What follows belongs to an exercise in optimizing a design on an open flow for small area and a short achievable clock period; a production flow would make more cautious choices. RTL that was checked went through simulation tests only; none was proved equivalent to the original. Only the layout flow was run in run 2; the RTL was not checked for function there.

==> flow/design.v, too long to show whole: its modules and the start of the top module <==
// module DCT: 3555 lines
// module dct_fa: 6 lines
// module dct_ha: 6 lines
// module dct_ao: 5 lines
// module dct_and: 5 lines
// module dct_not: 5 lines
module DCT(clk,rst_n,ena,done,
  data_in0,data_in1,data_in2,data_in3,data_in4,data_in5,data_in6,data_in7,
  data_out0,data_out1,data_out2,data_out3,data_out4,data_out5,data_out6,data_out7);
  // ...
==> flow/flow/run.sh <==
#!/bin/bash
# The standard layout, with plain buf_1 cells as the input/output port buffers
# (the standard flow picks a larger delay-buffer cell for them).
set -euo pipefail
export BUFFER_PORTS_ARGS="-buffer_cell sky130_fd_sc_hd__buf_1"
bash standard.sh > standard.log 2>&1
==> flow/standard.sh <==
#!/bin/bash
# synth_recipe.tcl (not shown) runs the flow's synth.tcl, then flattens the netlist and writes it again
# the make line also repeats each setting of config.mk as NAME=value (left out here)
make -C /OpenROAD-flow-scripts/flow DESIGN_CONFIG=/design/flow/config.mk WORK_HOME=/design/flow/orfs CLKGATE_MAP_FILE= SYNTH_SCRIPT=/design/flow/synth_recipe.tcl "${@:-finish}"
==> flow/config.mk <==
export PLATFORM = sky130hd
export DESIGN_NAME = DCT
export DESIGN_NICKNAME = DCT
export VERILOG_FILES = /design/flow/design.v
export SDC_FILE = /design/flow/constraint.sdc
export NUM_CORES = 4
export LEC_CHECK = 0
export CAP_MARGIN = 20
export CORE_MARGIN = 2
export CORE_UTILIZATION = 40
export CTS_CLUSTER_DIAMETER = 70
export CTS_CLUSTER_SIZE = 30
export SETUP_SLACK_MARGIN = 2.0
export SLEW_MARGIN = 20
export SYNTH_HIERARCHICAL = 1
export SYNTH_MINIMUM_KEEP_SIZE = 0
export TNS_END_PERCENT = 30
==> flow/constraint.sdc <==
create_clock -name core_clock -period 4.5 [get_ports {clk}]
set_input_delay 0.9000 -clock core_clock [delete_from_list [all_inputs] [get_ports {clk}]]
set_output_delay 0.9000 -clock core_clock [all_outputs]
set_load 0.01 [all_outputs]
==> qor.csv, run 1 <==
metric,value,unit
fraction of layout cells with a size suffix above 1,0.1362,
CP startpoint,ra_p0[3]$_DFF_P_,
CP Max Fanout,4,
Synth Area in XOR/XNOR,0.07469,
Num CTS Buffers,34,
initial antenna violation count,16,
n_diodes,3,
"Cell Area, Placed",0.02647,mm^2
Pre-antenna DRT Iters,4,
bufs w/o clock,325,
met1 Use GR,0.2227,
# DRC,0,
main combinational cell family by area after synthesis,adder cells,
worst-skew pair later-pin latency,0.57,ns
critical setup path kind,reg2reg,
post-synthesis sequential area ratio,0.2960,
met3 wire len,2.973,mm
drt total wl,52.60,mm
mux share of post-synthesis cell area,0,
reg2reg start,ra_p0[3]$_DFF_P_,
die height,255.1,um
synth warn,7,
status,finished clean,
Synth Area in Compound Gates,0.09409,
synthesized area,0.02521,mm^2
"area leader, netlist",dfxtp_1,
Top Layer Used,met5,
WP data required,4.96,ns
endpoints failing hold,0,
pre-CTS WS,1.513,ns
met1 WL,24.08,mm
clock skew after layout,0.02539,ns
grt ovf,0,
clock sink count,372,
grt met3 use,0.04434,
dpl hpwl,42.66,mm
==> run 2, diff against run 1 <==
--- a/flow/design.v
+++ b/flow/design.v
@@ -3525,31 +3525,31 @@
   ryb7 <= {c1661, c1657, c1654, s1653, s1650, s1647, s1644, s1641, s1638, s1635, s1632, s1630, s1627, s1624};
   rs <= {s_g591, s_q602, s_q601, s_q600, s_q599, s_q598, s_q597, s_q596, s_q595, s_q594, s_q593, s536};
   rd <= {d_g717, d_q728, d_q727, d_q726, d_q725, d_q724, d_q723, d_q722, d_q721, d_q720, d_q719, s661};
   ru <= {u_g838, u_q849, u_q848, u_q847, u_q846, u_q845, u_q844, u_q843, u_q842, u_q841, u_q840, s779};
   rv <= {v_g959, v_q970, v_q969, v_q968, v_q967, v_q966, v_q965, v_q964, v_q963, v_q962, v_q961, s900};
   ry0 <= {y0_g2125, y0_q2151, y0_q2150, y0_q2149, y0_q2148, y0_q2147, y0_q2146, y0_q2145, y0_q2144, y0_q2143, y0_q2142, y0_q2141, y0_q2140, y0_q2139, s2072, rs[0]};
   ry1 <= {y1_g1722, y1_q1748, y1_q1747, y1_q1746, y1_q1745, y1_q1744, y1_q1743, y1_q1742, y1_q1741, y1_q1740, y1_q1739, y1_q1738, y1_q1737, y1_q1736, s1663, rya1[0]};
   ry2 <= {y2_g2353, y2_q2366, y2_q2365, y2_q2364, y2_q2363, y2_q2362, y2_q2361, y2_q2360, y2_q2359, y2_q2358, y2_q2357, y2_q2356, y2_q2355, s2291, ru[0]};
-  ry3 <= {y3_g1837, y3_q1852, y3_q1851, y3_q1850, y3_q1849, y3_q1848, y3_q1847, y3_q1846, y3_q1845, y3_q1844, y3_q1843, y3_q1842, y3_q1841, y3_q1840, y3_q1839, s1750};
-  ry4 <= {y4_g2236, y4_q2262, y4_q2261, y4_q2260, y4_q2259, y4_q2258, y4_q2257, y4_q2256, y4_q2255, y4_q2254, y4_q2253, y4_q2252, y4_q2251, y4_q2250, s2177, rd[0]};
+  ry3 <= {y3_g1837, ~y3_q1852, ~y3_q1851, ~y3_q1850, ~y3_q1849, ~y3_q1848, ~y3_q1847, ~y3_q1846, ~y3_q1845, ~y3_q1844, ~y3_q1843, ~y3_q1842, ~y3_q1841, ~y3_q1840, ~y3_q1839, s1750};
+  ry4 <= {y4_g2236, ~y4_q2262, ~y4_q2261, ~y4_q2260, ~y4_q2259, ~y4_q2258, ~y4_q2257, ~y4_q2256, ~y4_q2255, ~y4_q2254, ~y4_q2253, ~y4_q2252, ~y4_q2251, ~y4_q2250, s2177, rd[0]};
   ry5 <= {y5_g1935, y5_q1950, y5_q1949, y5_q1948, y5_q1947, y5_q1946, y5_q1945, y5_q1944, y5_q1943, y5_q1942, y5_q1941, y5_q1940, y5_q1939, y5_q1938, y5_q1937, s1855};
   ry6 <= {y6_g2454, y6_q2480, y6_q2479, y6_q2478, y6_q2477, y6_q2476, y6_q2475, y6_q2474, y6_q2473, y6_q2472, y6_q2471, y6_q2470, s2408, s2372, rv[0]};
   ry7 <= {y7_g2019, y7_q2045, y7_q2044, y7_q2043, y7_q2042, y7_q2041, y7_q2040, y7_q2039, y7_q2038, y7_q2037, y7_q2036, y7_q2035, y7_q2034, y7_q2033, s1952, rya7[0]};
 end
 wire [15:0] yo0 = {~ry0[15], ry0[14], ry0[13], ry0[12], ry0[11], ry0[10], ry0[9], ry0[8], ry0[7], ry0[6], ry0[5], ry0[4], ry0[3], ry0[2], ry0[1], ry0[0]};
 assign data_out0 = {{3{yo0[15]}}, yo0};
 wire [15:0] yo1 = {~ry1[15], ry1[14], ry1[13], ry1[12], ry1[11], ry1[10], ry1[9], ry1[8], ry1[7], ry1[6], ry1[5], ry1[4], ry1[3], ry1[2], ry1[1], ~ry1[0]};
 assign data_out1 = {{3{yo1[15]}}, yo1};
 wire [15:0] yo2 = {~ry2[14], ry2[13], ry2[12], ry2[11], ry2[10], ry2[9], ry2[8], ry2[7], ry2[6], ry2[5], ry2[4], ry2[3], ry2[2], ry2[1], ry2[0], 1'b0};
 assign data_out2 = {{3{yo2[15]}}, yo2};
-wire [15:0] yo3 = {ry3[15], ~ry3[14], ~ry3[13], ~ry3[12], ~ry3[11], ~ry3[10], ~ry3[9], ~ry3[8], ~ry3[7], ~ry3[6], ~ry3[5], ~ry3[4], ~ry3[3], ~ry3[2], ~ry3[1], ry3[0]};
+wire [15:0] yo3 = {ry3[15], ry3[14], ry3[13], ry3[12], ry3[11], ry3[10], ry3[9], ry3[8], ry3[7], ry3[6], ry3[5], ry3[4], ry3[3], ry3[2], ry3[1], ry3[0]};
 assign data_out3 = {{3{yo3[15]}}, yo3};
-wire [15:0] yo4 = {ry4[15], ~ry4[14], ~ry4[13], ~ry4[12], ~ry4[11], ~ry4[10], ~ry4[9], ~ry4[8], ~ry4[7], ~ry4[6], ~ry4[5], ~ry4[4], ~ry4[3], ~ry4[2], ry4[1], ry4[0]};
+wire [15:0] yo4 = {ry4[15], ry4[14], ry4[13], ry4[12], ry4[11], ry4[10], ry4[9], ry4[8], ry4[7], ry4[6], ry4[5], ry4[4], ry4[3], ry4[2], ry4[1], ry4[0]};
 assign data_out4 = {{3{yo4[15]}}, yo4};
 wire [15:0] yo5 = {~ry5[15], ry5[14], ry5[13], ry5[12], ry5[11], ry5[10], ry5[9], ry5[8], ry5[7], ry5[6], ry5[5], ry5[4], ry5[3], ry5[2], ry5[1], ry5[0]};
 assign data_out5 = {{3{yo5[15]}}, yo5};
 wire [15:0] yo6 = {~ry6[14], ry6[13], ry6[12], ry6[11], ry6[10], ry6[9], ry6[8], ry6[7], ry6[6], ry6[5], ry6[4], ry6[3], ry6[2], ~ry6[1], ry6[0], 1'b0};
 assign data_out6 = {{3{yo6[15]}}, yo6};
 wire [15:0] yo7 = {~ry7[15], ry7[14], ry7[13], ry7[12], ry7[11], ry7[10], ry7[9], ry7[8], ry7[7], ry7[6], ry7[5], ry7[4], ry7[3], ry7[2], ry7[1], ~ry7[0]};
 assign data_out7 = {{3{yo7[15]}}, yo7};
 endmodule
==> flow/config.mk (replaced) <==
export PLATFORM = sky130hd
export DESIGN_NAME = DCT
export DESIGN_NICKNAME = DCT
export VERILOG_FILES = /design/flow/design.v
export SDC_FILE = /design/flow/constraint.sdc
export NUM_CORES = 4
export LEC_CHECK = 0
export CAP_MARGIN = 20
export CORE_MARGIN = 2
export CORE_UTILIZATION = 40
export CTS_CLUSTER_DIAMETER = 70
export CTS_CLUSTER_SIZE = 30
export SETUP_SLACK_MARGIN = 1.75
export SLEW_MARGIN = 20
export SYNTH_HIERARCHICAL = 1
export SYNTH_MINIMUM_KEEP_SIZE = 0
==> run 2 against run 1 <==
Synthesized cell count shrank 1.5%. Clock-buffer cell count down 1. Worst setup slack got worse by 0.067 ns. Utilization down 0.36 points. Largest cell class unchanged.
==> qor.csv, run 2 <==
metric,value,unit,change
post-synthesis sequential area ratio,0.2974,,+0.001461
CP endpoint kind,flop,,
RSZ-0062 raised after global routing,true,,
Synth Area in Compound Gates,0.09456,,+0.0004646
Cell variety after synth,13,,
WP data arrival,3.32,ns,
R2R Setup Slk,1.64,ns,
Routed Antenna Nets,0,,
WP data required,4.96,ns,about the same
Yosys top cell area share,0.2944,,
Post-synth top flop,dfxtp_1,,
clk buf depth,3,,
CTS Hold Bufs,0,,
row cnt,91,,
grt ovf,0,,unchanged
Post-Syn Instances,2068,,
area delta synth->final,12.74,%,
initial core utilization,0.4058,,
register clock-pin slew on the reported worst setup and hold paths,0.08,ns,
total track usage,0.1691,,
Synth top cells by count,"dfxtp_1 (369), fa_1 (355), a21o_1 (316)",,
Port Buffers,225,,
vias per cell,4.533,,
IO Count,228,,
DR iter-0 viols,458,,
Hold WS,0.1361,ns,
# fillers,5667,,
fin. max-slew vios,0,,
nets,2993,,
Die Area,0.06474,mm^2,
Hold/Removal Path Class,in2async,,
R2R cell count,9,,
"area leader, netlist",dfxtp_1,,
MaxCap Viol Count,0,,
"Setup violations, final",0,,
n_diodes,0,,-3
status,finished clean,,
final worst path period share,0.6365,,
Synth async-reset ratio,0.008065,,
Synth Area in Simple Gates,0.03187,,
dpl hpwl,43.41,mm,+1.8%
TNS Setup,0,ns,
Num CTS Buffers,34,,unchanged
pre-CTS WS,1.304,ns,-0.2084 ns
first-pass GRT wire length,84.56,mm,
synth warn,7,,unchanged
clock sink count,372,,unchanged
"flops & latches, synth",372,,
die height,254.4,um,-0.24%
"EDFF count, synth",0,,
Synth Area in XOR/XNOR,0.07566,,+0.0009672
most frequent cells in the layout,"fa_1 (352), a21o_1 (316), dfxtp_1 (309)",,
fraction of layout cells with a size suffix above 1,0.09753,,-0.03870
Mean Syn Cell Area,12.13,um^2,
initial antenna violation count,11,,-5
Setup crit start kind,flop,,
clock skew after layout,0.03429,ns,+0.008897 ns
FF-to-FF End,rd[9]$_DFF_P_,,
"most common cell after layout, fill and taps aside",fa_1,,
final worst slack,1.636,ns,
Pre-antenna DRT Iters,4,,unchanged
routability cong.,0.8302,,
main combinational cell family by area after synthesis,adder cells,,
top post-synthesis cells by area,"dfxtp_1 (29%), fa_1 (28%), ha_1 (14%), a21o_1 (9.5%), xor2_1 (6.6%)",,
vias in the first global route,15850,,
largest net degree at the start of global routing,23,,
core area,0.06183,mm^2,
endpoints failing hold,0,,unchanged
worst-skew pair later-pin latency,0.56,ns,about the same
CTS Root Cell,clkbuf_16,,
routed len/inst,16.63,um,
drt total wl,52.27,mm,-0.62%
Synth Area in Adders,0.4234,,
final core utilization,0.4575,,
dominant cell by count in the synthesized netlist,dfxtp_1,,
CTS tree,yes,,
critical setup path kind,reg2reg,,
# DRC,0,,unchanged
synthesized area,0.02509,mm^2,-0.49%
vias,14250,,
mux share of post-synthesis cell area,0,,unchanged
CP Max Fanout,4,,unchanged
CTS HTree Levels,2,,
reg2reg start,ra_p0[3]$_DFF_P_,,
min cycle time layout,2.864,ns,
maximum clock rate,349.2,MHz,
width of the die,254.4,um,
run 2: worst max path at each step:
stage | from | end | slack (ns)
floorplan | ra_p1[2]$_DFF_P_ | rv[10]$_DFF_P_ | 1.74
global placement | ra_m0[4]$_DFF_P_ | ryb1[3]$_DFF_P_ | 1.37
detailed placement | ra_m0[6]$_DFF_P_ | ryb5[8]$_DFF_P_ | 1.30
CTS | ra_p0[3]$_DFF_P_ | rd[9]$_DFF_P_ | 1.61
global route | ra_p0[3]$_DFF_P_ | rs[11]$_DFF_P_ | 1.55
finish | ra_p0[3]$_DFF_P_ | rd[9]$_DFF_P_ | 1.64
run 2: kinds of logic (layout without fill, tap and decap cells):
group                    after synthesis  count (layout)
AO/OA/AOI/OAI                        316             316
XOR/XNOR                             215             215
adder cells (fa/ha/maj)              636             636
buffers and inverters                403             641
flip-flops                           372             372
other                                  1               2
AND/OR/NAND/NOR                      125             125
run 2: layer usage:
metal	up-vias	GRT usage	share of wire
met5	-	0	0.0022
met1	7052	0.2329	0.47
li1	6888	-	-
met4	18	0.03697	0.017
met3	68	0.03786	0.051
met2	227	0.2723	0.46
run 2: through the flow:
| step | cell area, um^2 | cells |
|---|---|---|
| after CTS | 27800 | 3103 |
| after floorplan | 25100 | 2069 |
| after detailed placement | 26160 | 3020 |
| final | 28280 | 3144 |
| after global placement | 26160 | 3020 |
| after global routing | 28280 | 3144 |
run 2: modules after synthesis (local to each module, per instance):
module	times used	cells inside	area (um^2)	flip-flops and latches
dct_ao	316	1	7.507	0
dct_fa	355	1	20.02	0
dct_ha	281	1	12.51	0
dct_not	283	1	3.754	0
dct_and	118	1	6.256	0
DCT	1	715	10290	372
run 2: area by class of cell:
cell class              instances  area (um^2)  share of cell area
clock buffers                  37        893.4             0.03159
flip-flops and latches        372         7650              0.2705
clock inverters                24        307.8             0.01088
repair buffers                288         1344             0.04751
multi-input cells            1294        15930              0.5632
well taps                     837         1047             0.03703
inverters                     292         1111             0.03928
run 2: worst max-delay path, cell delays in order, from the launching register on:
cell and delay (ns):
dfxtp_4 0.37, inv_2 0.04, fa_1 0.50, fa_1 0.59, ha_4 0.23, a21o_1 0.15
a21o_1 0.20, a21o_1 0.24, a21o_1 0.20, xor2_2 0.23
run 2: what timing repair did:
item / in CTS / in global routing
buffers inserted: 22 / 41
resized for setup: 96 / 43
endpoints found under the setup margin: 90 / 64
pin swaps: 23 / 30

==> what the ideal ports hide <==
Ports are ideal in the flow. The routed layouts listed here were re-timed in OpenROAD. Step 1 (the two cells are an assumption about what drives the block):
set clk [get_ports {clk}]
set_driving_cell -lib_cell sky130_fd_sc_hd__clkbuf_16 $clk
set_driving_cell -lib_cell sky130_fd_sc_hd__buf_2 [delete_from_list [all_inputs] $clk]
Step 2 also shifts input and output timing later by t, the mid clock arrival at the registers, as if the neighbouring blocks saw the same clock. a / b / c = no drivers / after step 1 / after step 2; a / b = the first two.
run	shift t [ns]	slack for setup (ns)	worst register clock-pin slew, ns
run 1	0.616	1.703 / 1.703 / 1.550	0.08 / 0.08
run 2	0.605	1.636 / 1.636 / 1.599	0.08 / 0.08
After both steps setup and hold are still met in every run listed. The setup slack of run 1, which loses most, moves by 0.000 ns with the drivers and by -0.153 ns with both steps.
